What follows belongs to an exercise in optimizing a design on an open flow for small area; a production flow would make more cautious choices.
In this exercise RTL edits were held to simulation tests only and were not proved equivalent to the original.

### design/flow/config.mk
export PLATFORM = sky130hd
export DESIGN_NAME = audio_mixer
export DESIGN_NICKNAME = audio_mixer
export VERILOG_FILES = /design/flow/design.v
export SDC_FILE = /design/flow/constraint.sdc
export NUM_CORES = 4
export LEC_CHECK = 0
export CAP_MARGIN = 20
export CORE_MARGIN = 2
export CORE_UTILIZATION = 65
export CTS_BUF_LIST = sky130_fd_sc_hd__clkbuf_8 sky130_fd_sc_hd__clkbuf_16
export CTS_CLUSTER_DIAMETER = 70
export CTS_CLUSTER_SIZE = 28
export PLACE_DENSITY = 0.75
export SLEW_MARGIN = 20
export SYNTH_HIERARCHICAL = 1
### design/flow/constraint.sdc
create_clock -name core_clock -period 20.0 [get_ports {clk}]
set_input_delay 4.0000 -clock core_clock [delete_from_list [all_inputs] [get_ports {clk}]]
set_output_delay 4.0000 -clock core_clock [all_outputs]
set_load 0.01 [all_outputs]
### design/flow/design.v
module mac_sd(X, A, C, ACC, S);
input	[15:0]	X;
input	[7:0]	A;
input	[7:0]	C;
input	[15:0]	ACC;
output	[15:0]	S;
wire [7:0] pos = A & ~C;
wire [7:0] neg = C & ~A;
wire v1;
wire v2;
wire v3;
wire v4;
wire v5;
wire v6;
wire v7;
wire v8;
wire v9;
wire v10;
wire v11;
wire v12;
wire v13;
wire v14;
wire v15;
wire v16;
wire v17;
wire v18;
wire v19;
wire v20;
wire v21;
wire v22;
wire v23;
wire v24;
wire v25;
wire v26;
wire v27;
wire v28;
wire v29;
wire v30;
wire v31;
wire v32;
wire v33;
wire v34;
wire v35;
wire v36;
wire v37;
wire v38;
wire v39;
wire v40;
wire v41;
wire v42;
wire v43;
wire v44;
wire v45;
wire v46;
wire v47;
wire v48;
wire v49;
wire v50;
wire v51;
wire v52;
wire v53;
wire v54;
wire v55;
wire v56;
wire v57;
wire v58;
wire v59;
wire v60;
wire v61;
wire v62;
wire v63;
wire v64;
wire v65;
wire v66;
wire v67;
wire v68;
wire s69;
wire c70;
wire s71;
wire c72;
wire s73;
wire c74;
wire s75;
wire c76;
wire s77;
wire c78;
wire s79;
wire c80;
wire s81;
wire c82;
wire s83;
wire c84;
wire s85;
wire c86;
wire s87;
wire c88;
wire s89;
wire c90;
wire s91;
wire c92;
wire s93;
wire c94;
wire s95;
wire c96;
wire s97;
wire c98;
wire s99;
wire c100;
wire s101;
wire c102;
wire s103;
wire c104;
wire s105;
wire c106;
wire s107;
wire c108;
wire s109;
wire c110;
wire s111;
wire c112;
wire s113;
wire c114;
wire s115;
wire c116;
wire s117;
wire c118;
wire s119;
wire c120;
wire s121;
wire c122;
wire s123;
wire c124;
wire s125;
wire c126;
wire s127;
wire c128;
wire s129;
wire c130;
wire s131;
wire c132;
wire s133;
wire c134;
wire s135;
wire c136;
wire s137;
wire c138;
wire s139;
wire c140;
wire s141;
wire c142;
wire s143;
wire c144;
wire s145;
wire c146;
wire s147;
wire c148;
wire s149;
wire c150;
wire s151;
wire c152;
wire s153;
wire c154;
wire s155;
wire c156;
wire s157;
wire c158;
wire s159;
wire c160;
wire s161;
wire c162;
wire s163;
wire c164;
wire s165;
wire c166;
wire s167;
wire c168;
wire s169;
wire c170;
wire s171;
wire c172;
wire s173;
wire c174;
wire s175;
wire c176;
wire s177;
wire c178;
wire s179;
wire c180;
wire s181;
wire c182;
wire s183;
wire c184;
wire s185;
wire c186;
wire s187;
wire c188;
wire s189;
wire c190;
wire s191;
wire c192;
wire s193;
wire c194;
wire s195;
wire c196;
wire s197;
wire c198;
wire s199;
wire c200;
wire s201;
wire c202;
wire s203;
wire c204;
wire s205;
wire c206;
wire s207;
wire c208;
wire s209;
wire c210;
wire s211;
wire c212;
wire s213;
wire c214;
wire s215;
wire c216;
wire s217;
wire c218;
wire s219;
wire c220;
wire s221;
wire c222;
wire s223;
wire c224;
wire s225;
wire c226;
wire s227;
wire c228;
wire s229;
wire c230;
wire s231;
wire c232;
wire s233;
wire c234;
wire s235;
wire c236;
wire s237;
wire c238;
wire s239;
wire c240;
wire s241;
wire c242;
wire s243;
wire c244;
wire s245;
wire c246;
wire s247;
assign v1 = X[11] ? pos[0] : neg[0];
assign v2 = X[12] ? pos[0] : neg[0];
assign v3 = X[13] ? pos[0] : neg[0];
assign v4 = X[14] ? pos[0] : neg[0];
assign v5 = X[15] ? ~pos[0] : ~neg[0];
assign v6 = X[10] ? pos[1] : neg[1];
assign v7 = X[11] ? pos[1] : neg[1];
assign v8 = X[12] ? pos[1] : neg[1];
assign v9 = X[13] ? pos[1] : neg[1];
assign v10 = X[14] ? pos[1] : neg[1];
assign v11 = X[15] ? ~pos[1] : ~neg[1];
assign v12 = X[9] ? pos[2] : neg[2];
assign v13 = X[10] ? pos[2] : neg[2];
assign v14 = X[11] ? pos[2] : neg[2];
assign v15 = X[12] ? pos[2] : neg[2];
assign v16 = X[13] ? pos[2] : neg[2];
assign v17 = X[14] ? pos[2] : neg[2];
assign v18 = X[15] ? ~pos[2] : ~neg[2];
assign v19 = X[8] ? pos[3] : neg[3];
assign v20 = X[9] ? pos[3] : neg[3];
assign v21 = X[10] ? pos[3] : neg[3];
assign v22 = X[11] ? pos[3] : neg[3];
assign v23 = X[12] ? pos[3] : neg[3];
assign v24 = X[13] ? pos[3] : neg[3];
assign v25 = X[14] ? pos[3] : neg[3];
assign v26 = X[15] ? ~pos[3] : ~neg[3];
assign v27 = X[7] ? pos[4] : neg[4];
assign v28 = X[8] ? pos[4] : neg[4];
assign v29 = X[9] ? pos[4] : neg[4];
assign v30 = X[10] ? pos[4] : neg[4];
assign v31 = X[11] ? pos[4] : neg[4];
assign v32 = X[12] ? pos[4] : neg[4];
assign v33 = X[13] ? pos[4] : neg[4];
assign v34 = X[14] ? pos[4] : neg[4];
assign v35 = X[15] ? ~pos[4] : ~neg[4];
assign v36 = X[6] ? pos[5] : neg[5];
assign v37 = X[7] ? pos[5] : neg[5];
assign v38 = X[8] ? pos[5] : neg[5];
assign v39 = X[9] ? pos[5] : neg[5];
assign v40 = X[10] ? pos[5] : neg[5];
assign v41 = X[11] ? pos[5] : neg[5];
assign v42 = X[12] ? pos[5] : neg[5];
assign v43 = X[13] ? pos[5] : neg[5];
assign v44 = X[14] ? pos[5] : neg[5];
assign v45 = X[15] ? ~pos[5] : ~neg[5];
assign v46 = X[5] ? pos[6] : neg[6];
assign v47 = X[6] ? pos[6] : neg[6];
assign v48 = X[7] ? pos[6] : neg[6];
assign v49 = X[8] ? pos[6] : neg[6];
assign v50 = X[9] ? pos[6] : neg[6];
assign v51 = X[10] ? pos[6] : neg[6];
assign v52 = X[11] ? pos[6] : neg[6];
assign v53 = X[12] ? pos[6] : neg[6];
assign v54 = X[13] ? pos[6] : neg[6];
assign v55 = X[14] ? pos[6] : neg[6];
assign v56 = X[15] ? ~pos[6] : ~neg[6];
assign v57 = X[4] ? pos[7] : neg[7];
assign v58 = X[5] ? pos[7] : neg[7];
assign v59 = X[6] ? pos[7] : neg[7];
assign v60 = X[7] ? pos[7] : neg[7];
assign v61 = X[8] ? pos[7] : neg[7];
assign v62 = X[9] ? pos[7] : neg[7];
assign v63 = X[10] ? pos[7] : neg[7];
assign v64 = X[11] ? pos[7] : neg[7];
assign v65 = X[12] ? pos[7] : neg[7];
assign v66 = X[13] ? pos[7] : neg[7];
assign v67 = X[14] ? pos[7] : neg[7];
assign v68 = X[15] ? ~pos[7] : ~neg[7];
assign s69 = ACC[0] ^ v1 ^ neg[0];
assign c70 = (ACC[0] & v1) | (neg[0] & (ACC[0] ^ v1));
assign s71 = v6 ^ neg[1] ^ v12;
assign c72 = (v6 & neg[1]) | (v12 & (v6 ^ neg[1]));
assign s73 = s69 ^ s71 ^ neg[2];
assign c74 = (s69 & s71) | (neg[2] & (s69 ^ s71));
assign s75 = v19 ^ neg[3] ^ v27;
assign c76 = (v19 & neg[3]) | (v27 & (v19 ^ neg[3]));
assign s77 = c70 ^ c72 ^ ACC[1];
assign c78 = (c70 & c72) | (ACC[1] & (c70 ^ c72));
assign s79 = v2 ^ v7 ^ v13;
assign c80 = (v2 & v7) | (v13 & (v2 ^ v7));
assign s81 = ACC[2] ^ v3 ^ v8;
assign c82 = (ACC[2] & v3) | (v8 & (ACC[2] ^ v3));
assign s83 = ACC[3] ^ v4;
assign c84 = ACC[3] & v4;
assign s85 = ACC[4] ^ v5 ^ v10;
assign c86 = (ACC[4] & v5) | (v10 & (ACC[4] ^ v5));
assign s87 = s73 ^ s75 ^ neg[4];
assign c88 = (s73 & s75) | (neg[4] & (s73 ^ s75));
assign s89 = v36 ^ neg[5];
assign c90 = v36 & neg[5];
assign s91 = c74 ^ c76 ^ s77;
assign c92 = (c74 & c76) | (s77 & (c74 ^ c76));
assign s93 = s79 ^ v20 ^ v28;
assign c94 = (s79 & v20) | (v28 & (s79 ^ v20));
assign s95 = v37 ^ v47;
assign c96 = v37 & v47;
assign s97 = c78 ^ c80 ^ s81;
assign c98 = (c78 & c80) | (s81 & (c78 ^ c80));
assign s99 = v14 ^ v21 ^ v29;
assign c100 = (v14 & v21) | (v29 & (v14 ^ v21));
assign s101 = v38 ^ v48 ^ v59;
assign c102 = (v38 & v48) | (v59 & (v38 ^ v48));
assign s103 = c82 ^ s83 ^ v9;
assign c104 = (c82 & s83) | (v9 & (c82 ^ s83));
assign s105 = v15 ^ v22 ^ v30;
assign c106 = (v15 & v22) | (v30 & (v15 ^ v22));
assign s107 = v39 ^ v49 ^ v60;
assign c108 = (v39 & v49) | (v60 & (v39 ^ v49));
assign s109 = c84 ^ s85 ^ v16;
assign c110 = (c84 & s85) | (v16 & (c84 ^ s85));
assign s111 = v23 ^ v31 ^ v40;
assign c112 = (v23 & v31) | (v40 & (v23 ^ v31));
assign s113 = v50 ^ v61 ^ 1'b1;
assign c114 = (v50 & v61) | (1'b1 & (v50 ^ v61));
assign s115 = c86 ^ ACC[5] ^ v11;
assign c116 = (c86 & ACC[5]) | (v11 & (c86 ^ ACC[5]));
assign s117 = v17 ^ v24 ^ v32;
assign c118 = (v17 & v24) | (v32 & (v17 ^ v24));
assign s119 = v41 ^ v51 ^ v62;
assign c120 = (v41 & v51) | (v62 & (v41 ^ v51));
assign s121 = ACC[6] ^ v18 ^ v25;
assign c122 = (ACC[6] & v18) | (v25 & (ACC[6] ^ v18));
assign s123 = v33 ^ v42 ^ v52;
assign c124 = (v33 & v42) | (v52 & (v33 ^ v42));
assign s125 = ACC[7] ^ v26 ^ v34;
assign c126 = (ACC[7] & v26) | (v34 & (ACC[7] ^ v26));
assign s127 = s87 ^ s89 ^ v46;
assign c128 = (s87 & s89) | (v46 & (s87 ^ s89));
assign s129 = c88 ^ c90 ^ s91;
assign c130 = (c88 & c90) | (s91 & (c88 ^ c90));
assign s131 = s93 ^ s95;
assign c132 = s93 & s95;
assign s133 = c92 ^ c94 ^ c96;
assign c134 = (c92 & c94) | (c96 & (c92 ^ c94));
assign s135 = s97 ^ s99 ^ s101;
assign c136 = (s97 & s99) | (s101 & (s97 ^ s99));
assign s137 = c98 ^ c100 ^ c102;
assign c138 = (c98 & c100) | (c102 & (c98 ^ c100));
assign s139 = s103 ^ s105 ^ s107;
assign c140 = (s103 & s105) | (s107 & (s103 ^ s105));
assign s141 = c104 ^ c106 ^ c108;
assign c142 = (c104 & c106) | (c108 & (c104 ^ c106));
assign s143 = s109 ^ s111 ^ s113;
assign c144 = (s109 & s111) | (s113 & (s109 ^ s111));
assign s145 = c110 ^ c112 ^ c114;
assign c146 = (c110 & c112) | (c114 & (c110 ^ c112));
assign s147 = s115 ^ s117 ^ s119;
assign c148 = (s115 & s117) | (s119 & (s115 ^ s117));
assign s149 = c116 ^ c118 ^ c120;
assign c150 = (c116 & c118) | (c120 & (c116 ^ c118));
assign s151 = s121 ^ s123 ^ v63;
assign c152 = (s121 & s123) | (v63 & (s121 ^ s123));
assign s153 = c122 ^ c124 ^ s125;
assign c154 = (c122 & c124) | (s125 & (c122 ^ c124));
assign s155 = v43 ^ v53 ^ v64;
assign c156 = (v43 & v53) | (v64 & (v43 ^ v53));
assign s157 = c126 ^ ACC[8] ^ v35;
assign c158 = (c126 & ACC[8]) | (v35 & (c126 ^ ACC[8]));
assign s159 = v44 ^ v54 ^ v65;
assign c160 = (v44 & v54) | (v65 & (v44 ^ v54));
assign s161 = ACC[9] ^ v45 ^ v55;
assign c162 = (ACC[9] & v45) | (v55 & (ACC[9] ^ v45));
assign s163 = s127 ^ neg[6];
assign c164 = s127 & neg[6];
assign s165 = c128 ^ s129 ^ s131;
assign c166 = (c128 & s129) | (s131 & (c128 ^ s129));
assign s167 = c130 ^ c132 ^ s133;
assign c168 = (c130 & c132) | (s133 & (c130 ^ c132));
assign s169 = c134 ^ c136 ^ s137;
assign c170 = (c134 & c136) | (s137 & (c134 ^ c136));
assign s171 = c138 ^ c140 ^ s141;
assign c172 = (c138 & c140) | (s141 & (c138 ^ c140));
assign s173 = c142 ^ c144 ^ s145;
assign c174 = (c142 & c144) | (s145 & (c142 ^ c144));
assign s175 = c146 ^ c148 ^ s149;
assign c176 = (c146 & c148) | (s149 & (c146 ^ c148));
assign s177 = c150 ^ c152 ^ s153;
assign c178 = (c150 & c152) | (s153 & (c150 ^ c152));
assign s179 = c154 ^ c156 ^ s157;
assign c180 = (c154 & c156) | (s157 & (c154 ^ c156));
assign s181 = c158 ^ c160 ^ s161;
assign c182 = (c158 & c160) | (s161 & (c158 ^ c160));
assign s183 = c162 ^ ACC[10] ^ v56;
assign c184 = (c162 & ACC[10]) | (v56 & (c162 ^ ACC[10]));
assign s185 = s163 ^ v57;
assign c186 = s163 & v57;
assign s187 = c164 ^ s165 ^ v58;
assign c188 = (c164 & s165) | (v58 & (c164 ^ s165));
assign s189 = c166 ^ s167 ^ s135;
assign c190 = (c166 & s167) | (s135 & (c166 ^ s167));
assign s191 = c168 ^ s169 ^ s139;
assign c192 = (c168 & s169) | (s139 & (c168 ^ s169));
assign s193 = c170 ^ s171 ^ s143;
assign c194 = (c170 & s171) | (s143 & (c170 ^ s171));
assign s195 = c172 ^ s173 ^ s147;
assign c196 = (c172 & s173) | (s147 & (c172 ^ s173));
assign s197 = c174 ^ s175 ^ s151;
assign c198 = (c174 & s175) | (s151 & (c174 ^ s175));
assign s199 = c176 ^ s177 ^ s155;
assign c200 = (c176 & s177) | (s155 & (c176 ^ s177));
assign s201 = c178 ^ s179 ^ s159;
assign c202 = (c178 & s179) | (s159 & (c178 ^ s179));
assign s203 = c180 ^ s181 ^ v66;
assign c204 = (c180 & s181) | (v66 & (c180 ^ s181));
assign s205 = c182 ^ s183 ^ v67;
assign c206 = (c182 & s183) | (v67 & (c182 ^ s183));
assign s207 = c184 ^ ACC[11] ^ v68;
assign c208 = (c184 & ACC[11]) | (v68 & (c184 ^ ACC[11]));
assign s209 = ACC[12] ^ 1'b1;
assign c210 = ACC[12] & 1'b1;
assign s211 = ACC[13] ^ 1'b1;
assign c212 = ACC[13] & 1'b1;
assign s213 = ACC[14] ^ 1'b1;
assign c214 = ACC[14] & 1'b1;
assign s215 = ACC[15] ^ 1'b1;
assign c216 = ACC[15] & 1'b1;
assign s217 = s185 ^ neg[7];
assign c218 = s185 & neg[7];
assign s219 = c186 ^ s187 ^ c218;
assign c220 = (c186 & s187) | (c218 & (c186 ^ s187));
assign s221 = c188 ^ s189 ^ c220;
assign c222 = (c188 & s189) | (c220 & (c188 ^ s189));
assign s223 = c190 ^ s191 ^ c222;
assign c224 = (c190 & s191) | (c222 & (c190 ^ s191));
assign s225 = c192 ^ s193 ^ c224;
assign c226 = (c192 & s193) | (c224 & (c192 ^ s193));
assign s227 = c194 ^ s195 ^ c226;
assign c228 = (c194 & s195) | (c226 & (c194 ^ s195));
assign s229 = c196 ^ s197 ^ c228;
assign c230 = (c196 & s197) | (c228 & (c196 ^ s197));
assign s231 = c198 ^ s199 ^ c230;
assign c232 = (c198 & s199) | (c230 & (c198 ^ s199));
assign s233 = c200 ^ s201 ^ c232;
assign c234 = (c200 & s201) | (c232 & (c200 ^ s201));
assign s235 = c202 ^ s203 ^ c234;
assign c236 = (c202 & s203) | (c234 & (c202 ^ s203));
assign s237 = c204 ^ s205 ^ c236;
assign c238 = (c204 & s205) | (c236 & (c204 ^ s205));
assign s239 = c206 ^ s207 ^ c238;
assign c240 = (c206 & s207) | (c238 & (c206 ^ s207));
assign s241 = c208 ^ s209 ^ c240;
assign c242 = (c208 & s209) | (c240 & (c208 ^ s209));
assign s243 = c210 ^ s211 ^ c242;
assign c244 = (c210 & s211) | (c242 & (c210 ^ s211));
assign s245 = c212 ^ s213 ^ c244;
assign c246 = (c212 & s213) | (c244 & (c212 ^ s213));
assign s247 = c214 ^ s215 ^ c246;
assign S = {s247, s245, s243, s241, s239, s237, s235, s233, s231, s229, s227, s225, s223, s221, s219, s217};
endmodule
module audio_mixer(
	clk,
	nRst,
	ad_ws,
	ad_bck,
	ad_di,
	ad_do,
	ad_l3md,
	ad_l3clk,
	ad_l3data,
	mcu_data,
	mcu_wr,
	mcu_cmd_data_sw,
	mcu_l3md,
	mcu_l3clk,
	mcu_l3data,
	mcu_cs1,
	mcu_cs0,
	led
);
input		clk;
input		nRst;
output	[3:0]	ad_ws;
output	[3:0]	ad_bck;
input	[3:0]	ad_di;
output	[3:0]	ad_do;
output	[3:0]	ad_l3md;
output	[3:0]	ad_l3clk;
output	[3:0]	ad_l3data;
input	[7:0]	mcu_data;
input		mcu_wr;
input		mcu_cmd_data_sw;
input		mcu_l3md;
input		mcu_l3clk;
input		mcu_l3data;
input		mcu_cs1;
input		mcu_cs0;
output	[2:0]	led;
reg	[8:0]	cnt;
reg		boot;		 
always @(posedge clk or negedge nRst)
	if (!nRst) begin
		cnt <= 9'd0;
		boot <= 1'b1;
	end else begin
		cnt <= cnt ^ {&cnt[7:0], &cnt[6:0], &cnt[5:0], &cnt[4:0], &cnt[3:0], &cnt[2:0], &cnt[1:0], cnt[0], 1'b1};
		boot <= 1'b0;
	end
wire	ws_edge  = (cnt[7:0] == 8'd0);		 
wire	ws_rise  = ws_edge & ~cnt[8];
wire	ws_fall  = ws_edge &  cnt[8];
wire	bck_rise = (cnt[3:0] == 4'd8);		 
wire	tx_zero  = boot | (cnt[7:2] == 6'd0 && cnt[1:0] != 2'd0);
wire	par = cnt[8] ^ ws_edge;
assign ad_ws  = {4{~cnt[8]}};
assign ad_bck = {4{cnt[3]}};
wire [1:0] cs = {mcu_cs1, mcu_cs0};
genvar gk;
generate for (gk = 0; gk < 4; gk = gk + 1) begin : l3
	assign ad_l3md[gk]   = (cs == gk) ? mcu_l3md   : 1'b1;
	assign ad_l3clk[gk]  = (cs == gk) ? mcu_l3clk  : 1'b1;
	assign ad_l3data[gk] = (cs == gk) ? mcu_l3data : 1'b1;
end endgenerate
assign led = {3{ad_di[0]}};
reg	[15:4]	rx0, rx1, rx2, rx3;
reg	[15:4]	dl0, dl1, dl2, dl3;		 
reg	[15:4]	dr0, dr1, dr2, dr3;		 
reg		zl, zr;
always @(posedge clk)
	if (bck_rise && cnt[7:6] != 2'b11) begin
		rx0 <= {rx0[14:4], ad_di[0]};
		rx1 <= {rx1[14:4], ad_di[1]};
		rx2 <= {rx2[14:4], ad_di[2]};
		rx3 <= {rx3[14:4], ad_di[3]};
	end
always @(posedge clk)
	if (ws_rise) begin
		dl0 <= rx0; dl1 <= rx1; dl2 <= rx2; dl3 <= rx3;
	end
always @(posedge clk)
	if (ws_fall) begin
		dr0 <= rx0; dr1 <= rx1; dr2 <= rx2; dr3 <= rx3;
	end
always @(posedge clk or negedge nRst)
	if (!nRst) begin
		zl <= 1'b1;
		zr <= 1'b1;
	end else begin
		if (ws_rise & ~boot) zl <= 1'b0;
		if (ws_fall) zr <= 1'b0;
	end
wire	cmd_wr  = mcu_wr &  mcu_cmd_data_sw;
wire	data_wr = mcu_wr & ~mcu_cmd_data_sw;
reg	[7:6]	cmd_hi;
reg	[5:0]	cmd_lo;
wire	[7:0]	cmd_r = {cmd_hi, cmd_lo};
always @(posedge clk or negedge nRst)
	if (!nRst)
		cmd_hi <= 2'b00;
	else if (cmd_wr)
		cmd_hi <= mcu_data[7:6];
always @(posedge clk)
	if (cmd_wr)
		cmd_lo <= mcu_data[5:0];
wire	tvalid = (cmd_r[7:6] == 2'b11);
wire	gain_we = data_wr & tvalid;
reg	[511:0]	gv;
wire	[7:0]	gdata = boot ? 8'h80 : mcu_data;
genvar gi;
generate for (gi = 0; gi < 64; gi = gi + 1) begin : gain
	always @(posedge clk)
		if (boot || (gain_we && cmd_r[5:0] == gi))
			gv[gi*8 +: 8] <= gdata;
end endgenerate
wire	[5:0]	maddr;
wire	[7:0]	mlo, mhi;
wire	[63:0]	msel;
generate for (gi = 0; gi < 8; gi = gi + 1) begin : mdec
	assign mlo[gi] = (maddr[2:0] == gi);
	assign mhi[gi] = (maddr[5:3] == gi);
end endgenerate
generate for (gi = 0; gi < 64; gi = gi + 1) begin : msl
	assign msel[gi] = mhi[gi / 8] & mlo[gi % 8];
end endgenerate
wire	[7:0]	mval;
genvar gb;
generate for (gb = 0; gb < 8; gb = gb + 1) begin : mrd
	wire [21:0] y;
	for (gi = 0; gi < 21; gi = gi + 1) begin : t
		aoi222 u(.A1(msel[3*gi]), .A2(gv[3*gi*8+gb]),
			 .B1(msel[3*gi+1]), .B2(gv[(3*gi+1)*8+gb]),
			 .C1(msel[3*gi+2]), .C2(gv[(3*gi+2)*8+gb]), .Y(y[gi]));
	end
	assign y[21] = ~(msel[63] & gv[63*8+gb]);
	assign mval[gb] = ~&y;
end endgenerate
reg	[5:0]	ecnt;		 
reg		hv;		 
reg	[7:0]	hg;		 
reg	[4:0]	hp;		 
reg		pend;		 
reg	[7:0]	cur;		 
reg	[7:0]	orig;		 
reg	[15:0]	acc0, acc1, acc2, acc3;
reg	[15:0]	out0, out1, out2, out3;
reg	[15:0]	tx0, tx1, tx2, tx3;
wire	[4:0]	tp = {cmd_r[5:4], cmd_r[2:0]};
wire		trel = tvalid & (cmd_r[3] == par);
wire		tdone = trel & ({1'b0, tp} < ecnt);
wire		capture = data_wr & tdone & ~pend;
wire		op = pend & (cmd_wr | ws_edge);
wire		proc = hv & ~op;
wire		rd = ~ecnt[5] & ~capture & (~hv | proc);
wire	[5:0]	eaddr = {ecnt[4:3], par, ecnt[2:0]};
assign		maddr = capture ? cmd_r[5:0] : eaddr;
wire	[7:0]	rdval = (gain_we && cmd_r[5:0] == eaddr) ? mcu_data : mval;
wire	[2:0]	ui = op ? cmd_r[2:0] : hp[2:0];
wire	[1:0]	uk = op ? cmd_r[5:4] : hp[4:3];
wire	[7:0]	ua = op ? cur : hg;
wire	[7:0]	uc = op ? orig : 8'h00;
wire		first = ~op & (hp[2:0] == 3'd0);
wire	[7:0]	xsel;
generate for (gi = 0; gi < 8; gi = gi + 1) begin : xdec
	assign xsel[gi] = (ui == gi);
end endgenerate
wire	[15:4]	xm;
generate for (gb = 4; gb < 16; gb = gb + 1) begin : xrd
	wire [2:0] y;
	aoi222 u0(.A1(xsel[0]), .A2(dl0[gb]), .B1(xsel[1]), .B2(dr0[gb]), .C1(xsel[2]), .C2(dl1[gb]), .Y(y[0]));
	aoi222 u1(.A1(xsel[3]), .A2(dr1[gb]), .B1(xsel[4]), .B2(dl2[gb]), .C1(xsel[5]), .C2(dr2[gb]), .Y(y[1]));
	assign y[2] = ~((xsel[6] & dl3[gb]) | (xsel[7] & dr3[gb]));
	assign xm[gb] = ~&y;
end endgenerate
wire	[15:4]	xs = (ui[0] ? zr : zl) ? 12'd0 : xm;
wire	[15:0]	x = {xs, 4'd0};
reg	[15:0]	accs;
always @(*)
	case (uk)
	2'd0: accs = acc0;
	2'd1: accs = acc1;
	2'd2: accs = acc2;
	default: accs = acc3;
	endcase
wire	[15:0]	sum;
mac_sd mac(.X(x), .A(ua), .C(uc), .ACC(first ? 16'd0 : accs), .S(sum));
wire	wacc = op | proc;
always @(posedge clk) begin
	if (wacc && uk == 2'd0) acc0 <= sum;
	if (wacc && uk == 2'd1) acc1 <= sum;
	if (wacc && uk == 2'd2) acc2 <= sum;
	if (wacc && uk == 2'd3) acc3 <= sum;
end
wire	out_ld = (cnt[7:0] == 8'd1);
always @(posedge clk)
	if (out_ld) begin
		out0 <= acc0; out1 <= acc1; out2 <= acc2; out3 <= acc3;
	end
always @(posedge clk)
	if (ws_edge) begin
		ecnt <= 6'd0;
		hv <= 1'b0;
		pend <= 1'b0;
	end else begin
		if (rd) begin
			hv <= 1'b1;
			ecnt <= ecnt ^ {&ecnt[4:0], &ecnt[3:0], &ecnt[2:0], &ecnt[1:0], ecnt[0], 1'b1};
		end else if (proc)
			hv <= 1'b0;
		if (capture)
			pend <= 1'b1;
		else if (cmd_wr)
			pend <= 1'b0;
	end
always @(posedge clk) begin
	if (rd) begin
		hg <= rdval;
		hp <= ecnt[4:0];
	end
	if (capture)
		orig <= mval;
	if (data_wr)
		cur <= mcu_data;
end
always @(posedge clk)
	if (ws_edge) begin
		tx0 <= out0; tx1 <= out1; tx2 <= out2; tx3 <= out3;
	end
wire	[3:0]	bsel = ~(cnt[7:4] - {3'd0, (cnt[3:0] < 4'd4)});
assign ad_do = (tx_zero | zl) ? 4'd0 : {tx3[bsel], tx2[bsel], tx1[bsel], tx0[bsel]};
endmodule
module aoi222(A1, A2, B1, B2, C1, C2, Y);
input A1, A2, B1, B2, C1, C2;
output Y;
assign Y = ~((A1 & A2) | (B1 & B2) | (C1 & C2));
endmodule
### design/flow/run.sh
#!/bin/bash
# synth_recipe.tcl (not shown) runs the flow's synth.tcl, then flattens the netlist and writes it again
# the make line also repeats each setting of config.mk as NAME=value (left out here)
make -C /OpenROAD-flow-scripts/flow DESIGN_CONFIG=/design/flow/config.mk WORK_HOME=/design/flow/orfs CLKGATE_MAP_FILE= SYNTH_SCRIPT=/design/flow/synth_recipe.tcl finish
==> results.json, run 1 <==
{
  "syn_area_per_cell_sq_um": 17.0,
  "io_pins": 48,
  "ys_ff_latch": 905,
  "clock_latency_ns": 0.63,
  "final.setup_skew_ns": 0.0304,
  "slowest_delay_ns": 0.89,
  "cts-htree-levels": 2,
  "crit_arrival_ns": 17.53,
  "die-area_sq_um": 58700,
  "syn_area_sq_um": 36900,
  "cts_buffer_depth": 3,
  "slew_headroom_pct": 10.8,
  "cap_violations": 0,
  "place_congestion": 0.926,
  "period_share_pct": 85.6,
  "synthFlopType": "edfxtp_1",
  "drive_above_1_share_pct": 8.71,
  "die_w_microns": 242,
  "synth-edff-count": 883,
  "r2r_end": "acc1[15]$_DFFE_PP_",
  "fin_tns_setup_ns": 0,
  "grt_pass1_vias": 19900,
  "fin_ws_ns": 2.87,
  "path_clk_slew_ns": 0.10,
  "cts_resized": 0,
  "place_ws_ns": 2.35,
  "holdCritPathClass": "reg -> reg",
  "finalNetCount": 2333,
  "grt_usage_pct": 28.0,
  "gr-total-overflow": 0,
  "ys.warnings.count": 7,
  "layout.area.seq_sq_um": 27000,
  "reg2regPathDepth": 36,
  "drc": 0,
  "grt_pass1_wl_microns": 123000,
  "synth_top_cell_area_share_pct": 71.8,
  "hpwl_microns": 54800,
  "cp_max_fo": 42,
  "synth-seq-area-share_pct": 73.2,
  "worst_slew_pin_slew_ns": 1.33,
  "placeableCoreArea_sq_um": 56300,
  "vias_per_cell": 6.77,
  "layout_min_cycle_time_ns": 17.13,
  "num_rows": 87,
  "synth.area.top_cells": "edfxtp_1 (72%), a222oi_1 (5.2%), fa_1 (4.2%)",
  "port-buffer-count": 47,
  "rrSetupSlack_ns": 6.10,
  "nFillCells": 3608,
  "antenna_found_initial": 1,
  "yosysTopAreaCell": "edfxtp_1",
  "async_reset_ff_share_pct": 1.55,
  "timing.final.max_slew_violations": 0,
  "synth_commonest_cells": "edfxtp_1 (883), a222oi_1 (192), nor2_1 (142)",
  "fmax_mhz": 58.4,
  "synth_most_common_cell": "edfxtp_1",
  "dr.pass1.iters": 9,
  "drt_wl_total_microns": 81600,
  "die_h_microns": 242,
  "r2r-start": "cnt[0]$_DFF_PN0_",
  "ctsHoldBuffers": 0,
  "rsz0062_at_grt": "false",
  "crit_end": "acc1[15]$_DFFE_PP_",
  "via_count": 20300,
  "synth_cells": 2171,
  "drt_iter0_markers": 3023,
  "worstSetupStartpointType": "primary input",
  "wl_per_cell_microns": 27.2,
  "postCtsSetupRepairBufs": 0,
  "multiInputGateArea_sq_um": 9130,
  "cp.required_ns": 20.40,
  "cp_common_cell": "fa_1",
  "grt_max_degree": 74,
  "start_util_pct": 65.6,
  "endpoint_kind": "flip-flop",
  "hold_viol_final": 0,
  "numClockSinks": 905,
  "synth_cell_type_count": 60,
  "antennaDiodeCount": 0,
  "critPathLaunch": "mcu_wr",
  "cpMaxStageDelayCell": "a31oi_1",
  "outcome": "complete, no violations",
  "root_buffer": "clkbuf_16",
  "numCtsBuffers": 44,
  "postRouteAntennaNets": 0,
  "syn2layout_area_growth_pct": 7.28,
  "critPathKind": "in -> reg",
  "tritoncts": "built",
  "finalSetupViolations": 0
}
-- area by class of cell --
| class | instances | area share, % |
|---|---|---|
| clock inverters | 28 | 0.733 |
| clock buffers | 46 | 2.88 |
| repair buffers | 91 | 2.01 |
| flip-flops and latches | 905 | 68.2 |
| multi-input cells | 1091 | 23.0 |
| inverters | 77 | 0.730 |
| well taps | 756 | 2.39 |
-- sequential cells by signal, indices dropped and copies added, names as in the netlist, 16 cells and up --
register	cells
tx0	16
out1	16
gv	512
acc1	16
acc2	16
tx1	16
out0	16
tx2	16
acc3	16
acc0	16
out3	16
out2	16
tx3	16
-- per-module statistics from Yosys, one instance, submodules excluded --
module,area [sq um],times used,cells
audio_mixer,32000,1,1711
aoi222,10.0,192,1
mac_sd,2960,1,268
-- metal layers --
| layer | wire length (microns) | track usage, % |
|---|---|---|
| met5 | 0 | 0 |
| met4 | 2860 | 9.42 |
| met3 | 7220 | 3.46 |
| met2 | 39800 | 45.8 |
| met1 | 31700 | 39.8 |
-- worst max-delay path, delay by kind of cell --
family	cells	cell delay, ns
muxes	2	0.68
adders and majority gates	20	8.89
xor gates and xnor gates	2	0.35
buffers and inverters	6	1.18
AOI/OAI and AO/OA	4	2.09
and+or+nand+nor	1	0.27
-- worst min-delay path by stage --
stage	from	end	slack, ns	cells after the start
finish	out1[6]$_DFFE_PN_	tx1[6]$_DFFE_PN_	0.42	0
global route	out1[6]$_DFFE_PN_	tx1[6]$_DFFE_PN_	0.42	0
CTS	out1[6]$_DFFE_PN_	tx1[6]$_DFFE_PN_	0.42	0
detailed placement	out1[10]$_DFFE_PN_	tx1[10]$_DFFE_PN_	0.40	0
global placement	out1[2]$_DFFE_PN_	tx1[2]$_DFFE_PN_	0.40	0
floorplan	out0[0]$_DFFE_PN_	tx0[0]$_DFFE_PN_	0.40	0
-- cells in the final DEF, fill, tap and decap left out, types with 7 or more instances in the layout --
cell type / instances
a21oi_1: 23
nor3_1: 8
edfxtp_1: 883
and3_1: 10
or3_1: 24
o21ai_1: 12
buf_4: 42
o221ai_1: 16
o21ai_0: 10
nor2b_1: 64
ha_1: 22
clkbuf_16: 45
mux2_2: 26
nand4_1: 38
a22oi_1: 12
dfxtp_1: 8
mux2i_1: 115
o21bai_1: 8
a31oi_1: 23
nand2b_1: 24
nor2_1: 142
clkdlybuf4s50_1: 47
a222oi_1: 192
or2_2: 14
inv_1: 83
dfrtp_1: 11
nand2_1: 134
mux4_2: 16
nor4_1: 8
nand3_1: 22
nor2b_4: 11
xnor2_1: 7
fa_1: 77
-- per-stage QoR --
step	utilization, %	cell area (sq um)	instances	hold WS (ns)
3_5_place_dp	67.8	38200	2919	0.405
5_1_grt	70.4	39600	2994	0.417
3_3_place_gp	67.8	38200	2918	0.401
4_1_cts	70.4	39600	2993	0.417
2_1_floorplan	-	36900	2171	0.400
6_report	70.4	39600	2994	0.415
-- cell families after synthesis --
family / synth area share, %
compound gates: 7.25
flops: 73.2
buf+inv: 2.32
mux: 5.04
fa+ha+maj: 5.02
simple gates: 6.89
other cells: 0.0102
xor+xnor: 0.261
==> inputs of run 2 (changes only) <==
--- a/design/flow/design.v
+++ b/design/flow/design.v
@@ -732,3 +732,19 @@
 wire	[3:0]	bsel = ~(cnt[7:4] - {3'd0, (cnt[3:0] < 4'd4)});
-assign ad_do = (tx_zero | zl) ? 4'd0 : {tx3[bsel], tx2[bsel], tx1[bsel], tx0[bsel]};
+wire	[15:0]	bdec;
+generate for (gi = 0; gi < 16; gi = gi + 1) begin : bdc
+	assign bdec[gi] = (bsel == gi);
+end endgenerate
+wire	[63:0]	txw = {tx3, tx2, tx1, tx0};
+wire	[3:0]	txb;
+generate for (gk = 0; gk < 4; gk = gk + 1) begin : txs
+	wire [5:0] y;
+	for (gi = 0; gi < 5; gi = gi + 1) begin : t
+		aoi222 u(.A1(bdec[3*gi]), .A2(txw[gk*16+3*gi]),
+			 .B1(bdec[3*gi+1]), .B2(txw[gk*16+3*gi+1]),
+			 .C1(bdec[3*gi+2]), .C2(txw[gk*16+3*gi+2]), .Y(y[gi]));
+	end
+	assign y[5] = ~(bdec[15] & txw[gk*16+15]);
+	assign txb[gk] = ~&y;
+end endgenerate
+assign ad_do = (tx_zero | zl) ? 4'd0 : txb;
 endmodule
==> run 2 against run 1 <==
Compared with the run above: utilization barely moved; count of clock-buffer cells in the layout is the same; critical path depth is the same; fmax grew 2.4%; area after synthesis fell by 0.30%; non-clock buffer count grew 5; die area is 0.30% lower; via count grew 2.0%; first-iteration DRC count is 13% higher; sequential share of layout area is 0.16 points higher; synthesized cell count is 0.92% higher; global-route usage rose by 0.69 points; highest routed layer is now met5.
==> results.json, run 2 <==
{
  "outcome": "complete, no violations",
  "postCtsSetupRepairBufs": 0,
  "route.met3.wl_microns": 8380,
  "die_w_microns": 242,
  "wl_per_cell_microns": 27.8,
  "layout_commonest_cell": "edfxtp_1",
  "synth_commonest_cells": "edfxtp_1 (883), a222oi_1 (212), nor2_1 (154)",
  "met1_length_microns": 31300,
  "synth.area.top_cells": "edfxtp_1 (72%), a222oi_1 (5.8%), fa_1 (4.2%)",
  "numClockSinks": 905,
  "clock_latency_ns": 0.63,
  "finalNetCount": 2358,
  "yosys-mux-area-fraction_pct": 3.89,
  "drive_above_1_share_pct": 7.99,
  "grt_max_degree": 75,
  "slowest_delay_ns": 0.87,
  "synth-edff-count": 883,
  "whs_ns": 0.422,
  "period_share_pct": 83.6,
  "via_count": 20700,
  "top_register": "gv",
  "worstSetupStartpointType": "primary input",
  "endpoint_kind": "flip-flop",
  "layout_min_cycle_time_ns": 16.72,
  "largest_register_ff_count": 512,
  "cp.required_ns": 20.42,
  "instances_no_fill": 3022,
  "drt_iter0_markers": 3427,
  "nFillCells": 3602,
  "ys.warnings.count": 7,
  "grt_pass1_wl_microns": 125000,
  "ys_ff_latch": 905,
  "yosysTopAreaCell": "edfxtp_1",
  "routed.top_layer": "met5",
  "holdCritPathClass": "reg -> reg",
  "hpwl_microns": 56100,
  "worst_slew_pin_slew_ns": 1.09,
  "rsz0062_at_grt": "false",
  "numCtsBuffers": 43,
  "cp_top_family": "adder cells",
  "synth-compound-area-share_pct": 7.98,
  "cpMaxStageDelayCell": "a31oi_1",
  "postRouteAntennaNets": 0,
  "final.setup_skew_ns": 0.0240,
  "die_h_microns": 242,
  "dr.pass1.iters": 10,
  "drt_wl_total_microns": 83900,
  "yosys.area_share.xor_xnor_pct": 0.214,
  "critPathKind": "in -> reg",
  "die-area_sq_um": 58600,
  "syn_area_per_cell_sq_um": 16.8,
  "timing.final.max_slew_violations": 0,
  "synth_cell_type_count": 60,
  "synth_simple_gate_area_share_pct": 7.04,
  "cap_violations": 0,
  "fmax_mhz": 59.8,
  "grt_pass1_vias": 20100,
  "num_rows": 87,
  "gr-total-overflow": 0,
  "async_reset_ff_share_pct": 1.55,
  "placeableCoreArea_sq_um": 56200,
  "dp_cells": 2945,
  "wl_met2_microns": 40800,
  "cp_common_cell": "fa_1",
  "final_cell_mix": "edfxtp_1 (883), a222oi_1 (212), nor2_1 (154)",
  "cts_buffer_depth": 3,
  "tritoncts": "built",
  "hold_viol_final": 0,
  "syn2layout_area_growth_pct": 7.36,
  "place_congestion": 0.957,
  "crit_arrival_ns": 17.14,
  "antenna_found_initial": 3,
  "vias_per_cell": 6.85,
  "path_clk_slew_ns": 0.10,
  "synthFlopType": "edfxtp_1",
  "synth_top_family_by_area": "compound AO/OA/AOI/OAI gates",
  "grt_usage_pct": 28.7,
  "io_pins": 48,
  "ctsHoldBuffers": 0,
  "start_util_pct": 65.5,
  "cts_resized": 0,
  "port-buffer-count": 47,
  "cts-htree-levels": 2,
  "fin_tns_setup_ns": 0,
  "synth_adder_area_share_pct": 5.04,
  "drc": 0,
  "synth_most_common_cell": "edfxtp_1",
  "critPathBufInv": 6,
  "finalSetupViolations": 0,
  "root_buffer": "clkbuf_16",
  "cp_max_fo": 41,
  "synth-seq-area-share_pct": 73.4,
  "utilization_pct": 70.4,
  "synth_cells": 2191,
  "syn_area_sq_um": 36800,
  "slew_headroom_pct": 26.8,
  "synth_top_cell_area_share_pct": 72.0
}
## run 2: worst paths after layout
kind / startpoint / end / slack [ns] / cells after the start
setup / recovery: mcu_wr / acc2[15]$_DFFE_PP_ / 3.28 / 35
hold / removal: out1[9]$_DFFE_PN_ / tx1[9]$_DFFE_PN_ / 0.42 / 0
setup reg to reg: cnt[6]$_DFF_PN0_ / acc2[15]$_DFFE_PP_ / 6.31 / 35
hold reg to reg: out1[9]$_DFFE_PN_ / tx1[9]$_DFFE_PN_ / 0.42 / 0
max in group asynchronous: nRst / cmd_hi[7]$_DFFE_PN0P_ / 15.46 / 1
min in group asynchronous: nRst / cnt[6]$_DFF_PN0_ / 3.92 / 1
## run 2: metal layers
| layer | vias to the layer above | global-route usage, % |
|---|---|---|
| met4 | 2 | 10.9 |
| li1 | 8876 | - |
| met3 | 192 | 4.82 |
| met1 | 10400 | 39.3 |
| met5 | - | 0 |
| met2 | 1260 | 47.0 |
## run 2: cells by family after synthesis
group,Yosys count
flops,905
simple gates,527
compound gates,335
buf+inv,176
mux,136
fa+ha+maj,102
xor+xnor,9
other cells,1
## run 2: layout make-up
class	instances	area, sq um	area share, %
Clock buffer	46	1140	2.88
Inverter	79	297	0.750
Tap cell	756	946	2.39
Antenna cell	2	5.00	0.0127
Timing Repair Buffer	96	833	2.11
Multi-Input combinational cell	1110	8980	22.7
Sequential cell	905	27000	68.4
Clock inverter	28	294	0.744
## run 2: per-module statistics from Yosys, one instance, submodules excluded
module	flip-flops and latches	times used	cells inside
aoi222	0	212	1
audio_mixer	905	1	1711
mac_sd	0	1	268
## run 2: worst register-to-register path, delay by kind of cell, from the launching register on
family	cells	cell delay (ns)
multiplexers	1	0.33
XOR/XNOR	2	0.35
flip-flops	1	0.56
AO/OA/AOI/OAI	4	1.44
AND/OR/NAND/NOR	3	1.49
buffers and inverters	5	0.57
adder cells (fa/ha/maj)	20	8.75
## run 2: through the flow
stage	setup slack [ns]	cell area [sq um]
2_1_floorplan	4.27	36800
3_3_place_gp	2.95	38100
3_5_place_dp	2.61	38100
4_1_cts	3.30	39500
5_1_grt	2.61	39500
6_report	3.28	39500
==> inputs of run 3 (changes only) <==
--- a/design/flow/config.mk
+++ b/design/flow/config.mk
@@ -12,3 +12,3 @@
 export CTS_CLUSTER_DIAMETER = 70
-export CTS_CLUSTER_SIZE = 28
+export CTS_CLUSTER_SIZE = 32
 export PLACE_DENSITY = 0.75
==> run 3 against run 2 <==
Compared with the run above: count of clock-buffer cells in the layout shrank 2; cell area grew 0.30%; critical path depth is the same; global-route usage is essentially flat; worst hold slack lost 0.0078 ns; critical path type unchanged; largest cell class unchanged.
==> results.json, run 3 <==
{
  "drt_wl_total_microns": 83800,
  "ctsHoldBuffers": 0,
  "die-area_sq_um": 58600,
  "ys.warnings.count": 7,
  "hold_path_depth": 0,
  "cp.required_ns": 20.42,
  "largest_register_ff_count": 512,
  "root_buffer": "clkbuf_16",
  "grt_pass1_vias": 20100,
  "layout_min_cycle_time_ns": 16.82,
  "dr.pass1.iters": 10,
  "syn2layout_area_growth_pct": 7.68,
  "final.setup_skew_ns": 0.0328,
  "port-buffer-count": 47,
  "postCtsSetupRepairBufs": 0,
  "numCtsBuffers": 42,
  "final_cell_mix": "edfxtp_1 (883), a222oi_1 (212), nor2_1 (154)",
  "antenna_found_initial": 2,
  "timing.final.max_slew_violations": 0,
  "fmax_mhz": 59.5,
  "fin_tns_setup_ns": 0,
  "ys_ff_latch": 905,
  "num_rows": 87,
  "finalNetCount": 2357,
  "syn_area_per_cell_sq_um": 16.8,
  "numClockSinks": 905,
  "worst_slew_pin_slew_ns": 1.19,
  "yosysTopAreaCell": "edfxtp_1",
  "synth_most_common_cell": "edfxtp_1",
  "rsz0062_at_grt": "false",
  "die_w_microns": 242,
  "synth-edff-count": 883,
  "period_share_pct": 84.1,
  "reg2regPathDepth": 35,
  "vias_per_cell": 6.83,
  "cp_common_cell": "fa_1",
  "hpwl_microns": 56100,
  "die_h_microns": 242,
  "holdCritPathClass": "reg -> reg",
  "place_congestion": 0.957,
  "wl_per_cell_microns": 27.8,
  "synth_cells": 2191,
  "cap_violations": 0,
  "endpoint_kind": "flip-flop",
  "drt_iter0_markers": 3532,
  "synth.area.top_cells": "edfxtp_1 (72%), a222oi_1 (5.8%), fa_1 (4.2%)",
  "synthFlopType": "edfxtp_1",
  "syn_area_sq_um": 36800,
  "slowest_delay_ns": 0.89,
  "cts_buffer_depth": 3,
  "grt_pass1_wl_microns": 125000,
  "drive_above_1_share_pct": 8.17,
  "io_pins": 48,
  "top_register": "gv",
  "clock_latency_ns": 0.63,
  "placeableCoreArea_sq_um": 56200,
  "gr-total-overflow": 0,
  "critPathKind": "in -> reg",
  "cts-htree-levels": 2,
  "r2r_end": "acc2[15]$_DFFE_PP_",
  "drc": 0,
  "outcome": "complete, no violations",
  "postRouteAntennaNets": 0,
  "crit_end": "acc2[15]$_DFFE_PP_",
  "layout_commonest_cell": "edfxtp_1",
  "start_util_pct": 65.5,
  "slew_headroom_pct": 20.4,
  "synth-seq-area-share_pct": 73.4,
  "worstSetupStartpointType": "primary input",
  "r2r-start": "cnt[6]$_DFF_PN0_",
  "path_clk_slew_ns": 0.11,
  "async_reset_ff_share_pct": 1.55,
  "synth_commonest_cells": "edfxtp_1 (883), a222oi_1 (212), nor2_1 (154)",
  "cpMaxStageDelayCell": "a31oi_1",
  "hold_viol_final": 0,
  "cts_resized": 0,
  "critPathLaunch": "mcu_wr",
  "synth_cell_type_count": 60,
  "finalSetupViolations": 0,
  "place_ws_ns": 2.61,
  "grt_max_degree": 75,
  "rrSetupSlack_ns": 6.17,
  "grt_usage_pct": 28.7,
  "tritoncts": "built",
  "via_count": 20600,
  "fin_ws_ns": 3.18,
  "crit_arrival_ns": 17.24,
  "synth_top_cell_area_share_pct": 72.0,
  "cp_max_fo": 41
}
-- run 3: metrics by stage --
stage | cell area (sq um) | std cells | util, % | hold slack, ns
2_1_floorplan | 36800 | 2191 | - | 0.400
3_3_place_gp | 38100 | 2944 | 67.8 | 0.401
3_5_place_dp | 38100 | 2945 | 67.8 | 0.405
4_1_cts | 39600 | 3018 | 70.6 | 0.416
5_1_grt | 39600 | 3019 | 70.6 | 0.426
6_report | 39600 | 3020 | 70.6 | 0.414
-- run 3: worst min-delay path by stage --
stage                        from                end  slack (ns)
6_report        out1[1]$_DFFE_PN_   tx1[1]$_DFFE_PN_        0.41
3_3_place_gp   out2[12]$_DFFE_PN_  tx2[12]$_DFFE_PN_        0.40
4_1_cts         out2[6]$_DFFE_PN_   tx2[6]$_DFFE_PN_        0.42
5_1_grt         out2[6]$_DFFE_PN_   tx2[6]$_DFFE_PN_        0.43
2_1_floorplan   out0[0]$_DFFE_PN_   tx0[0]$_DFFE_PN_        0.40
3_5_place_dp   out0[12]$_DFFE_PN_  tx0[12]$_DFFE_PN_        0.40
-- run 3: final cells by class --
| class | instances | area, sq um |
|---|---|---|
| fill | 3597 | 16500 |
| antenna | 1 | 2.50 |
| clock buffer | 44 | 1090 |
| multi-input combinational | 1110 | 8980 |
| sequential | 905 | 27000 |
| tap | 756 | 946 |
| inverter | 79 | 297 |
| clock inverter | 29 | 470 |
| timing repair buffer | 96 | 833 |
-- run 3: logic make-up (layout without fill, tap and decap cells) --
| logic type | after synthesis | count (layout) | share of synthesized area, % |
|---|---|---|---|
| flops | 905 | 905 | 73.4 |
| simple gates | 527 | 527 | 7.04 |
| compound gates | 335 | 335 | 7.98 |
| xor+xnor | 9 | 9 | 0.214 |
| fa+ha+maj | 102 | 102 | 5.04 |
| buf+inv | 176 | 248 | 2.42 |
| mux | 136 | 136 | 3.89 |
| other cells | 1 | 2 | 0.0102 |
-- run 3: worst max-delay path, delay by kind of cell --
family                   cells  cell delay [ns]
adder cells (fa/ha/maj)     20             8.81
AO/OA/AOI/OAI                4             1.52
buffers and inverters        6             1.18
AND/OR/NAND/NOR              2             1.03
XOR/XNOR                     2             0.34
multiplexers                 1             0.33
-- run 3: modules after synthesis (local to each module, per instance) --
module / flops+latches / copies in the design
aoi222: 0 / 212
audio_mixer: 905 / 1
mac_sd: 0 / 1
-- run 3: routing by layer --
layer  vias to the layer above  GRT usage [%]  wire [microns]
li1                       8860              -               -
met1                     10400           39.9           32200
met2                      1224           47.0           40600
met3                       172           4.25            7810
met4                         2           10.4            3210
met5                         -              0              10
==> inputs of run 4 (changes only) <==
==> design/flow/flow/run.sh (new file) <==
#!/bin/bash
# The standard layout (the standard.sh, standard synthesis), with three
# changes to how it is built: the buffers that synthesis inserted are removed
# at floorplan (the resizer re-buffers where slew or load needs it), the
# port buffers are the smallest buffer cell, and clock tree synthesis inserts
# no dummy loads.  standard.sh's output goes to standard.log; ORFS writes each
# step's log under orfs/logs.
export REMOVE_ABC_BUFFERS=1
export BUFFER_PORTS_ARGS="-buffer_cell sky130_fd_sc_hd__buf_1"
export CTS_ARGS="-sink_clustering_enable -repair_clock_nets -sink_clustering_size 28 -sink_clustering_max_diameter 70 -buf_list {sky130_fd_sc_hd__clkbuf_8 sky130_fd_sc_hd__clkbuf_16} -dont_use_dummy_load"
bash standard.sh > standard.log 2>&1
==> design/flow/standard.sh (new file) <==
#!/bin/bash
# synth_recipe.tcl (not shown) runs the flow's synth.tcl, then flattens the netlist and writes it again
# the make line also repeats each setting of config.mk as NAME=value (left out here)
make -C /OpenROAD-flow-scripts/flow DESIGN_CONFIG=/design/flow/config.mk WORK_HOME=/design/flow/orfs CLKGATE_MAP_FILE= SYNTH_SCRIPT=/design/flow/synth_recipe.tcl "${@:-finish}"
--- a/design/flow/config.mk
+++ b/design/flow/config.mk
@@ -12,3 +12,3 @@
 export CTS_CLUSTER_DIAMETER = 70
-export CTS_CLUSTER_SIZE = 32
+export CTS_CLUSTER_SIZE = 28
 export PLACE_DENSITY = 0.75
removed: design/flow/run.sh
==> run 4 against run 3 <==
Compared with the run above: still clean on timing, DRC and antenna; cell count down 1.1%; routed wire length down 1.9%.
==> results.json, run 4 <==
{
  "outcome": "complete, no violations",
  "placeableCoreArea_sq_um": 56200,
  "timing.final.max_slew_violations": 0,
  "die-area_sq_um": 58600,
  "syn2layout_area_growth_pct": 5.59,
  "synth-edff-count": 883,
  "wl_per_cell_microns": 27.5,
  "drive_above_1_share_pct": 6.95,
  "synth_top_cell_area_share_pct": 72.0,
  "syn_area_sq_um": 36800,
  "rsz0062_at_grt": "false",
  "slowest_delay_ns": 0.82,
  "slew_headroom_pct": 21.9,
  "crit_arrival_ns": 17.04,
  "hpwl_microns": 55600,
  "die_h_microns": 242,
  "largest_register_ff_count": 512,
  "grt_pass1_vias": 19900,
  "grt_usage_pct": 28.3,
  "start_util_pct": 65.5,
  "cts_resized": 0,
  "final_cell_mix": "edfxtp_1 (883), a222oi_1 (212), nor2_1 (154)",
  "path_clk_slew_ns": 0.09,
  "synthFlopType": "edfxtp_1",
  "yosysTopAreaCell": "edfxtp_1",
  "grt_pass1_wl_microns": 124000,
  "postRouteAntennaNets": 0,
  "layout_min_cycle_time_ns": 16.65,
  "cap_violations": 0,
  "postCtsSetupRepairBufs": 0,
  "worst_slew_pin_slew_ns": 1.16,
  "synth.area.top_cells": "edfxtp_1 (72%), a222oi_1 (5.8%), fa_1 (4.2%)",
  "vias_per_cell": 6.81,
  "endpoint_kind": "flip-flop",
  "grt_max_degree": 76,
  "drc": 0,
  "drt_iter0_markers": 3338,
  "numClockSinks": 905,
  "reg2regPathDepth": 34,
  "root_buffer": "clkbuf_16",
  "critPathKind": "in -> reg",
  "antenna_found_initial": 0,
  "period_share_pct": 83.3,
  "synth_commonest_cells": "edfxtp_1 (883), a222oi_1 (212), nor2_1 (154)",
  "synth_cell_type_count": 60,
  "stdcell_area_sq_um": 38900,
  "final.setup_skew_ns": 0.0653,
  "place_area_sq_um": 37800,
  "layout_commonest_cell": "edfxtp_1",
  "fmax_mhz": 60.0,
  "synth_most_common_cell": "edfxtp_1",
  "synth_cells": 2191,
  "finalNetCount": 2356,
  "cpMaxStageDelayCell": "a21oi_1",
  "numCtsBuffers": 44,
  "holdCritPathClass": "reg -> reg",
  "port-buffer-count": 47,
  "async_reset_ff_share_pct": 1.55,
  "cts_buffer_depth": 3,
  "antennaDiodeCount": 0,
  "dr.pass1.iters": 9,
  "fin_tns_setup_ns": 0,
  "drt_wl_total_microns": 82200,
  "clock_latency_ns": 0.62,
  "top_register": "gv",
  "cts-htree-levels": 2,
  "place_congestion": 0.939,
  "num_rows": 87,
  "finalSetupViolations": 0,
  "hold_path_depth": 0,
  "cp_max_fo": 42,
  "io_pins": 48,
  "cp_common_cell": "fa_1",
  "ys_ff_latch": 905,
  "worstSetupStartpointType": "primary input",
  "hold_viol_final": 0,
  "die_w_microns": 242,
  "via_count": 20300,
  "synth-seq-area-share_pct": 73.4,
  "gr-total-overflow": 0,
  "tritoncts": "built",
  "ys.warnings.count": 7,
  "syn_area_per_cell_sq_um": 16.8,
  "cp.required_ns": 20.38,
  "ctsHoldBuffers": 0
}
[run 4: cell counts after synthesis]
No cell type changed its count.
[run 4: area by class of cell]
class,instances,area (sq um)
Inverter,79,297
Clock buffer,44,1100
Timing Repair Buffer,93,519
Sequential cell,905,27000
Fill cell,3692,17300
Tap cell,756,946
Multi-Input combinational cell,1110,8980
[run 4: routing by layer]
metal	track usage (%)	vias up	wire length, microns
li1	-	8834	-
met1	39.4	10200	31700
met2	47.5	1126	41100
met3	3.18	151	6670
met4	9.44	0	2790
met5	0	-	0
[run 4: per-module statistics from Yosys, one instance, submodules excluded]
module,flip-flops and latches,area (sq um),times used
mac_sd,0,2930,1
aoi222,0,10.0,212
audio_mixer,905,31800,1
[run 4: final timing paths]
kind                                          from               endpoint  slack (ns)
max in group asynchronous                     nRst  cmd_hi[6]$_DFFE_PN0P_       15.80
worst max-delay path                        mcu_wr     acc3[15]$_DFFE_PP_        3.35
worst max register to register    cnt[6]$_DFF_PN0_     acc3[15]$_DFFE_PP_        6.19
worst min-delay path            out0[12]$_DFFE_PN_      tx0[12]$_DFFE_PN_        0.42
worst min register to register  out0[12]$_DFFE_PN_      tx0[12]$_DFFE_PN_        0.42
min in group asynchronous                     nRst       cnt[4]$_DFF_PN0_        3.52
[run 4: worst max-delay path: cells and delay by family]
| family | cells | cell delay, ns |
|---|---|---|
| buffers and inverters | 6 | 0.81 |
| adders and majority gates | 20 | 8.82 |
| AOI/OAI and AO/OA | 4 | 2.01 |
| xor gates and xnor gates | 2 | 0.33 |
| muxes | 2 | 0.77 |
| and+or+nand+nor | 1 | 0.25 |
[run 4: cell families (layout without fill, tap and decap cells)]
family	count (synthesis)	count (layout)	share of synthesized area [%]
other cells	1	1	0.0102
flops	905	905	73.4
mux	136	136	3.89
simple gates	527	527	7.04
compound gates	335	335	7.98
fa+ha+maj	102	102	5.04
buf+inv	176	216	2.42
xor+xnor	9	9	0.214
[run 4: stage by stage]
stage	utilization (%)	setup slack [ns]	cells	hold slack [ns]
after global placement	67.2	3.11	2941	0.401
final	69.2	3.35	2987	0.415
after detailed placement	67.2	2.74	2941	0.405
after global routing	69.2	2.86	2987	0.414
after floorplan	-	3.55	2094	0.400
after CTS	69.2	3.37	2985	0.409
==> inputs of run 5 (changes only) <==
--- a/design/flow/config.mk
+++ b/design/flow/config.mk
@@ -7,3 +7,3 @@
 export LEC_CHECK = 0
-export CAP_MARGIN = 20
+export CAP_MARGIN = 5
 export CORE_MARGIN = 2
@@ -14,3 +14,3 @@
 export PLACE_DENSITY = 0.75
-export SLEW_MARGIN = 20
+export SLEW_MARGIN = 5
 export SYNTH_HIERARCHICAL = 1
==> run 5 against run 4 <==
Compared with the run above: still clean on timing, DRC and antenna; cell area hardly changed; synthesized cell count stayed put; non-clock buffer count is 2 lower; die area stayed put; first-iteration DRC count is 1.7% higher; routed wire length hardly changed; utilization is 0.067 points lower; area after synthesis stayed put; critical path depth stayed put; global-route usage is 0.052 points lower; highest routed layer unchanged.
==> results.json, run 5 <==
{
  "outcome": "complete, no violations",
  "syn_area_sq_um": 36800,
  "layout_commonest_cell": "edfxtp_1",
  "synth_cells": 2191,
  "worstSetupStartpointType": "primary input",
  "slew_headroom_pct": 8.34,
  "synth_cell_type_count": 60,
  "final_cell_mix": "edfxtp_1 (883), a222oi_1 (212), nor2_1 (154)",
  "root_buffer": "clkbuf_16",
  "crit_arrival_ns": 17.09,
  "start_util_pct": 65.5,
  "finalNetCount": 2353,
  "place_ws_ns": 2.72,
  "synth_most_common_cell": "edfxtp_1",
  "period_share_pct": 83.6,
  "timing.final.max_slew_violations": 0,
  "syn2layout_area_growth_pct": 5.49,
  "drive_above_1_share_pct": 6.82,
  "rsz0062_at_grt": "false",
  "drt_iter0_markers": 3395,
  "ctsHoldBuffers": 0,
  "synth_top_cell_area_share_pct": 72.0,
  "postRouteAntennaNets": 0,
  "synth-seq-area-share_pct": 73.4,
  "grt_pass1_wl_microns": 124000,
  "grt_pass1_vias": 20000,
  "async_reset_ff_share_pct": 1.55,
  "r2r-start": "cnt[6]$_DFF_PN0_",
  "io_pins": 48,
  "fin_ws_ns": 3.29,
  "cts_buffer_depth": 3,
  "largest_register_ff_count": 512,
  "synth_commonest_cells": "edfxtp_1 (883), a222oi_1 (212), nor2_1 (154)",
  "top_register": "gv",
  "cp.required_ns": 20.38,
  "slowest_delay_ns": 0.82,
  "rrSetupSlack_ns": 6.13,
  "cap_violations": 0,
  "reg2regPathDepth": 34,
  "hpwl_microns": 55600,
  "layout_min_cycle_time_ns": 16.71,
  "vias_per_cell": 6.82,
  "hp-start": "out0[12]$_DFFE_PN_",
  "cpMaxStageDelayCell": "a21oi_1",
  "worstHoldEndpoint": "tx0[12]$_DFFE_PN_",
  "place_congestion": 0.939,
  "die_w_microns": 242,
  "via_count": 20400,
  "wl_met2_microns": 41000,
  "whs_ns": 0.401,
  "antenna_found_initial": 0,
  "die_h_microns": 242,
  "instances_no_fill": 2984,
  "r2r_end": "acc3[15]$_DFFE_PP_",
  "die-area_sq_um": 58600,
  "endpoint_kind": "flip-flop",
  "cts_resized": 0,
  "tritoncts": "built",
  "postCtsSetupRepairBufs": 0,
  "gr-total-overflow": 0,
  "cp_common_cell": "fa_1",
  "routed.top_layer": "met4",
  "wl_per_cell_microns": 27.6,
  "dp_cells": 2941,
  "ys_ff_latch": 905,
  "clock_latency_ns": 0.63,
  "ys.warnings.count": 7,
  "synthFlopType": "edfxtp_1",
  "synth.area.top_cells": "edfxtp_1 (72%), a222oi_1 (5.8%), fa_1 (4.2%)",
  "holdCritPathClass": "reg -> reg",
  "numCtsBuffers": 43,
  "path_clk_slew_ns": 0.10,
  "antennaDiodeCount": 0,
  "grt_max_degree": 76,
  "hold_viol_final": 0,
  "worst_slew_pin_slew_ns": 1.36,
  "critPathKind": "in -> reg",
  "placeableCoreArea_sq_um": 56200,
  "final.setup_skew_ns": 0.0899,
  "drt_wl_total_microns": 82300,
  "num_rows": 87,
  "grt_usage_pct": 28.2,
  "fmax_mhz": 59.8,
  "met1_length_microns": 31900,
  "dr.pass1.iters": 7,
  "cp_max_fo": 42,
  "synth-edff-count": 883,
  "drc": 0,
  "utilization_pct": 69.1,
  "route.met3.wl_microns": 6810,
  "cts-htree-levels": 2,
  "fin_tns_setup_ns": 0,
  "finalSetupViolations": 0,
  "numClockSinks": 905,
  "port-buffer-count": 47,
  "hold_path_depth": 0,
  "yosysTopAreaCell": "edfxtp_1",
  "syn_area_per_cell_sq_um": 16.8
}
==> run 5: worst max path at each step <==
stage / from / end / slack (ns) / cells past startpoint
finish: mcu_wr / acc3[15]$_DFFE_PP_ / 3.29 / 35
global route: mcu_wr / acc3[15]$_DFFE_PP_ / 2.80 / 35
CTS: mcu_wr / acc1[15]$_DFFE_PP_ / 3.35 / 35
detailed placement: mcu_wr / acc2[15]$_DFFE_PP_ / 2.72 / 35
global placement: mcu_wr / acc0[15]$_DFFE_PP_ / 3.11 / 35
floorplan: mcu_wr / acc0[15]$_DFFE_PP_ / 3.55 / 34
==> run 5: kinds of logic (layout without fill, tap and decap cells) <==
logic type,count (synthesis),count (layout),share of synthesized area (%)
other,1,1,0.0102
muxes,136,136,3.89
buffers and inverters,176,213,2.42
adders and majority gates,102,102,5.04
xor gates and xnor gates,9,9,0.214
AOI/OAI and AO/OA,335,335,7.98
and+or+nand+nor,527,527,7.04
DFF,905,905,73.4
==> run 5: routing by layer <==
layer / vias to the layer above / global-route usage, %
met5: - / 0
met4: 0 / 8.59
li1: 8805 / -
met2: 1140 / 47.5
met1: 10300 / 39.6
met3: 149 / 3.26
==> run 5: final cells by class <==
cell class	instances	area, sq um
Clock buffer	43	1080
Fill cell	3692	17300
Inverter	79	297
Multi-Input combinational cell	1110	8980
Sequential cell	905	27000
Tap cell	756	946
Timing Repair Buffer	91	507
==> run 5: metrics by stage <==
step | instance area, sq um
floorplan | 36200
global placement | 37800
detailed placement | 37800
CTS | 38800
global route | 38800
finish | 38800
==> run 5: critical path, delay by kind of cell <==
| family | cells | cell delay (ns) |
|---|---|---|
| and+or+nand+nor | 1 | 0.26 |
| muxes | 2 | 0.77 |
| AOI/OAI and AO/OA | 4 | 2.03 |
| buffers and inverters | 6 | 0.81 |
| xor gates and xnor gates | 2 | 0.33 |
| adders and majority gates | 20 | 8.84 |
==> run 5: Yosys stat by module (local to each module, per instance) <==
module	flops+latches	area [sq um]
mac_sd	0	2930
aoi222	0	10.0
audio_mixer	905	31800

## separate check: timing with driven ports
Ports are ideal in the flow. The routed layouts listed here were re-timed in OpenROAD.
Step 1 (the two cells are an assumption about what drives the block):
set clk [get_ports {clk}]
set_driving_cell -lib_cell sky130_fd_sc_hd__clkbuf_16 $clk
set_driving_cell -lib_cell sky130_fd_sc_hd__buf_2 [delete_from_list [all_inputs] $clk]
Step 2 also shifts input and output timing later by t, the mid clock arrival at the registers, as if the neighbouring blocks saw the same clock.
Slacks: ideal / step 1 / step 2; pairs: ideal / step 1.
run	t, ns	setup slack, ns	hold slack, ns	worst slew at a driven data input, ns
run 1	0.667	2.873 / 2.908 / 2.241	0.415 / 0.415 / 0.415	0.04
run 2	0.679	3.279 / 3.316 / 2.637	0.422 / 0.422 / 0.422	0.04
run 3	0.672	3.180 / 3.220 / 2.547	0.414 / 0.414 / 0.414	0.04
run 4	0.649	3.345 / 3.381 / 2.732	0.415 / 0.415 / 0.415	0.06
run 5	0.642	3.288 / 3.326 / 2.684	0.401 / 0.401 / 0.401	0.06
After both steps every run listed still meets setup and hold. The setup slack of run 2, which loses most, moves by +0.037 ns with the drivers and by -0.642 ns with both steps.
